From an optimization exercise on the open Yosys and OpenROAD flow, aimed at small area and a short achievable clock period; shortcuts taken in it are not production practice. At most, simulation tests tie the RTL to the original design; equivalence was not proved. The clock port is modelled as an ideal driver; clocking choices that lean on that would not hold on a real chip. No activity file was given, so power comes from the tool's default toggle rates.

## fpu_mul
module fpu_mul( input         CLK,
                input         RESET,
                input         EN,
                input  [31:0] A,
                input  [31:0] B,
                output [31:0] Z );
Size: ~2100 cells after synthesis, roughly 99 I/O pins.
Settings: LEC_CHECK=0, ABC_AREA=1, CAP_MARGIN=20, CORE_MARGIN=2, CORE_UTILIZATION=55, SETUP_SLACK_MARGIN=5, SLEW_MARGIN=20, SYNTH_HIERARCHICAL=1, TNS_END_PERCENT=10; clock period 10.0 ns.
standard.sh (not shown) runs the stock make flow with config.mk's settings and CLKGATE_MAP_FILE= SYNTH_SCRIPT=/design/flow/synth_recipe.tcl, a recipe that flattens the netlist after the stock synthesis.
==> flow/flow/run.sh <==
#!/bin/bash
# Layout flow: the standard flow (standard.sh, the ORFS make targets) with
#  - the port buffers that ORFS inserts on every input and output made with
#    sky130_fd_sc_hd__buf_1 (BUFFER_PORTS_ARGS) instead of the default choice;
#  - a POST_CTS hook (flow/skew.tcl) that clocks the second pipeline register,
#    which has no port connections, through one extra clock buffer per
#    clock-tree leaf (useful skew between internal register stages only).
# Synthesis, floorplan, placement, CTS and routing are otherwise unchanged.
# Each ORFS step writes its full log under orfs/logs/; make's own output goes
# to standard.log here.
set -euo pipefail
MARGIN=$(cat flow/margin.txt 2>/dev/null || echo 6)
BUF=$(cat flow/portbuf.txt 2>/dev/null || echo sky130_fd_sc_hd__buf_1)
HOOK=$(pwd)/flow/skew.tcl
export R2_SKEW_BUF=$(cat flow/skewbuf.txt 2>/dev/null || echo sky130_fd_sc_hd__clkbuf_2)
sed -E "s#SETUP_SLACK_MARGIN=[0-9.+-]+#SETUP_SLACK_MARGIN=${MARGIN} 'BUFFER_PORTS_ARGS=-buffer_cell ${BUF}' POST_CTS_TCL=${HOOK}#" standard.sh > standard_flow.sh
grep -q "SETUP_SLACK_MARGIN=${MARGIN} " standard_flow.sh
bash standard_flow.sh > standard.log 2>&1
==> flow/flow/margin.txt <==
6.35
Other scripts of this flow, unchanged in this note and not shown: flow/flow/skew.tcl, flow/flow/skewbuf.txt
Next try:
==> flow/flow/margin.txt (replaced) <==
6.5
Effect:
- core utilization is higher by 2.1 points
- final area is higher by a few percent
- final cell count is higher slightly
- hold slack stays flat

fpu_mul, a different RTL version from the one above (not shown whole).
For scale: ~2,200 cells after synthesis, about 180 flip-flops, roughly 99 I/O pins, ~0.020 sq mm of cells after synthesis.
Settings: LEC_CHECK=0, ABC_AREA=1, CAP_MARGIN=20, CORE_MARGIN=2, CORE_UTILIZATION=55, PLACE_DENSITY=0.75, SETUP_SLACK_MARGIN=5, SLEW_MARGIN=20, SYNTH_HIERARCHICAL=1, TNS_END_PERCENT=10; clock period 10.0 ns.
==> flow/flow/run.sh <==
#!/bin/bash
# Layout flow: the standard flow (standard.sh, the ORFS make targets) with
#  - the port buffers that ORFS inserts on every input and output made with
#    sky130_fd_sc_hd__buf_1 (BUFFER_PORTS_ARGS) instead of the default choice.
# Synthesis, floorplan, placement, CTS and routing are otherwise unchanged.
# Each ORFS step writes its full log under orfs/logs/; make's own output goes
# to standard.log here.
set -euo pipefail
MARGIN=$(cat flow/margin.txt 2>/dev/null || echo 6)
BUF=$(cat flow/portbuf.txt 2>/dev/null || echo sky130_fd_sc_hd__buf_1)
sed -E "s/SETUP_SLACK_MARGIN=[0-9.+-]+/SETUP_SLACK_MARGIN=${MARGIN} 'BUFFER_PORTS_ARGS=-buffer_cell ${BUF}'/" standard.sh > standard_margin.sh
grep -q "SETUP_SLACK_MARGIN=${MARGIN} " standard_margin.sh
bash standard_margin.sh > standard.log 2>&1
==> flow/flow/margin.txt <==
6.3
The baseline produced a clean layout.
==> next run, changes <==
CTS_BUF_LIST = sky130_fd_sc_hd__clkbuf_8   (was default)
PLACE_DENSITY = default   (was 0.75)
Effect:
- count of clock-buffer cells in the layout increases by 2
- non-clock buffer count decreases by 1
- fmax increases slightly
- setup slack is better by 0.033 ns
- via count decreases by a few percent

Setup of build 57:
fpu_mul, a different RTL version from the one above (not shown whole).
Size in the first run: about 99 I/O pins, about 0.020 mm^2 of cells after synthesis.
Settings: LEC_CHECK=0, ABC_AREA=1, CAP_MARGIN=20, CORE_MARGIN=2, CORE_UTILIZATION=40, SETUP_SLACK_MARGIN=5, SLEW_MARGIN=20, SYNTH_HIERARCHICAL=1; clock period 10.0 ns.
==> flow/flow/run.sh <==
#!/bin/bash
set -euo pipefail
MARGIN=$(cat flow/margin.txt 2>/dev/null || echo 6)
sed -E "s/SETUP_SLACK_MARGIN=[0-9.+-]+/SETUP_SLACK_MARGIN=${MARGIN}/" standard.sh > standard_margin.sh
grep -q "SETUP_SLACK_MARGIN=${MARGIN} " standard_margin.sh
bash standard_margin.sh > standard.log 2>&1
==> flow/flow/margin.txt <==
6.0
Looking at the reports, build 57 completed the entire flow and the layout it produced met the timing, design-rule and antenna checks.
Modified inputs, build 19 compared to build 57
- TNS_END_PERCENT newly set to 10
==> flow/flow/run.sh <==
#!/bin/bash
# Layout flow: the standard flow (standard.sh, the ORFS make targets) with
#  - the port buffers that ORFS inserts on every input and output made with
#    sky130_fd_sc_hd__buf_1 (BUFFER_PORTS_ARGS) instead of the default choice.
# Synthesis, floorplan, placement, CTS and routing are otherwise unchanged.
# Each ORFS step writes its full log under orfs/logs/; make's own output goes
# to standard.log here.
set -euo pipefail
MARGIN=$(cat flow/margin.txt 2>/dev/null || echo 6)
BUF=$(cat flow/portbuf.txt 2>/dev/null || echo sky130_fd_sc_hd__buf_1)
sed -E "s/SETUP_SLACK_MARGIN=[0-9.+-]+/SETUP_SLACK_MARGIN=${MARGIN} 'BUFFER_PORTS_ARGS=-buffer_cell ${BUF}'/" standard.sh > standard_margin.sh
grep -q "SETUP_SLACK_MARGIN=${MARGIN} " standard_margin.sh
bash standard_margin.sh > standard.log 2>&1
## What came out
Build 19 completed every stage of the flow, and the final layout passed the timing, design-rule and antenna checks.
Compared to build 57, build 19 has total met3 wirelength after detailed routing about 1.1% higher.
Minimum clock period | build 19 above build 57
Looking at critical path startpoint, the two[8] result is from build 19; the one[5] one comes from build 57.
Build 19 — routed via count divided by cell count about 1% higher, build 57 as reference
NOTE final design instance area without fill build 57->build 19 decreased by a few percent
Die extent in x came out exactly the same in build 19 and build 57.
Relative to build 57, number of clock-tree buffers in the layout has gone down in build 19.
Setup slack: build 19 less than build 57
For the share of total power in sequential cells, build 19 came in 0.2 points higher than build 57 did.
From build 57 to build 19 the numbers moved as follows: total vias in the final route went up by 81, core utilization of the finished layout fell 1.6 points.
Input-level comparison between build 11 and build 19:
- TNS_END_PERCENT no longer set, was 10
Build 11 was carried through to the last stage, and its layout satisfied the timing, design-rule and antenna checks.
Power consumed by the clock network across build 19 and build 11: no real change.
Changes observed in build 11 relative to build 19: share of flip-flops with an asynchronous set or reset after synthesis essentially unchanged; sequential share of layout area went down by 0.20 points; slack of the critical path rose by 17 ps; via density per instance flat.
Against build 19 as the reference, build 11 delivers a higher share of layout cells above drive strength 1.
Changes observed in build 11 relative to build 19: internal cell power saw an increase; number of standard cells in the final layout excluding fillers rose by 0.68%; minimum clock period after layout went down; clock share of power fell by 0.2 points.

RTL: one of the versions met above, not the one the previous note started from.
For scale: roughly 2,200 cells after synthesis, ~180 flip-flops, roughly 99 I/O pins, roughly 0.020 sq mm of cells after synthesis.
clock: 10.0 ns
lec_check: 0
abc_area: 1
cap_margin: 20
core_margin: 2
core_utilization: 55
place_density: 0.88
setup_slack_margin: 5
slew_margin: 20
synth_hierarchical: 1
tns_end_percent: 10
==> flow/flow/run.sh <==
#!/bin/bash
# Layout flow: the standard flow (standard.sh, the ORFS make targets) with
#  - the port buffers that ORFS inserts on every input and output made with
#    sky130_fd_sc_hd__buf_1 (BUFFER_PORTS_ARGS) instead of the default choice.
# Synthesis, floorplan, placement, CTS and routing are otherwise unchanged.
# Each ORFS step writes its full log under orfs/logs/; make's own output goes
# to standard.log here.
set -euo pipefail
MARGIN=$(cat flow/margin.txt 2>/dev/null || echo 6)
BUF=$(cat flow/portbuf.txt 2>/dev/null || echo sky130_fd_sc_hd__buf_1)
sed -E "s/SETUP_SLACK_MARGIN=[0-9.+-]+/SETUP_SLACK_MARGIN=${MARGIN} 'BUFFER_PORTS_ARGS=-buffer_cell ${BUF}'/" standard.sh > standard_margin.sh
grep -q "SETUP_SLACK_MARGIN=${MARGIN} " standard_margin.sh
bash standard_margin.sh > standard.log 2>&1
==> flow/flow/margin.txt <==
6.3
Rerun with:
--- a/flow/config.mk
+++ b/flow/config.mk
@@ -11,3 +11,2 @@
 export CORE_UTILIZATION = 55
-export PLACE_DENSITY = 0.88
 export SETUP_SLACK_MARGIN = 5
Result: The new run completed with no timing, DRC or antenna violations; setup slack is better by 0.15 ns; via count came out lower by 8.1%; total power came out lower by 1.6%; utilization came out lower by 0.96 points; critical path depth came out higher by 1; final cell count came out lower by 0.57%.

Another version of the RTL of fpu_mul (not shown whole).
Size: ~180 flip-flops, about 20000 sq um of cells after synthesis.
export LEC_CHECK = 0
export ABC_AREA = 1
export CAP_MARGIN = 20
export CORE_MARGIN = 2
export CORE_UTILIZATION = 40
export SETUP_SLACK_MARGIN = 5
export SLEW_MARGIN = 20
export SYNTH_HIERARCHICAL = 1
export TNS_END_PERCENT = 10
create_clock -name core_clock -period 10.0 [get_ports {CLK}]
==> flow/flow/margin.txt <==
6.4
Scripts as last shown in full above: flow/flow/run.sh
Then changed:
==> flow/flow/margin.txt (replaced) <==
6.0
Effect: The changed run produced a clean layout; sequential power is about the same; cell area goes down by about 3.4%; die area stays the same; routed wire length goes down by 4.2%.
No run of this note included a check of the RTL's function; only the layout flow was run.

[re-timing with driven ports]
How much do the figures lean on ideal ports? The routed layouts below were timed once more, with nothing changed but the port constraints. Step 1 (the two cells are an assumption about what drives the block):
set clk [get_ports {CLK}]
set_driving_cell -lib_cell sky130_fd_sc_hd__clkbuf_16 $clk
set_driving_cell -lib_cell sky130_fd_sc_hd__buf_2 [delete_from_list [all_inputs] $clk]
Step 2, shift: input delay + t, output delay - t, t = (earliest + latest rising clock arrival at the registers) / 2. This alone moves slack from input paths to output paths. a / b / c = no drivers / after step 1 / after step 2; a / b = the first two.
| run | t, ns | slack for setup (ns) | worst setup path after step 2 |
|---|---|---|---|
| the first run of note 1 | 0.581 | 6.355 / 6.355 / 6.011 | input to register |
| the second run of note 1 | 0.576 | 6.354 / 6.354 / 5.985 | input to register |
| the first run of note 2 | 0.522 | 6.200 / 6.200 / 6.082 | input to register |
| the second run of note 2 | 0.560 | 6.233 / 6.233 / 6.233 | register to register |
| build 57 | 0.549 | 6.041 / 6.041 / 5.788 | input to register |
| build 19 | 0.540 | 6.005 / 6.005 / 6.005 | register to register |
| build 11 | 0.548 | 6.022 / 6.022 / 6.022 | register to register |
| the first run of note 4 | 0.520 | 6.104 / 6.104 / 5.804 | input to register |
| the second run of note 4 | 0.512 | 6.251 / 6.251 / 6.251 | register to register |
| the first run of note 5 | 0.547 | 6.146 / 6.146 / 5.882 | input to register |
| the second run of note 5 | 0.547 | 5.991 / 5.991 / 5.991 | register to register |
After both steps every run listed still meets setup and hold. The setup slack of the second run of note 1, which loses most, moves by 0.000 ns with the drivers and by -0.369 ns with both steps.
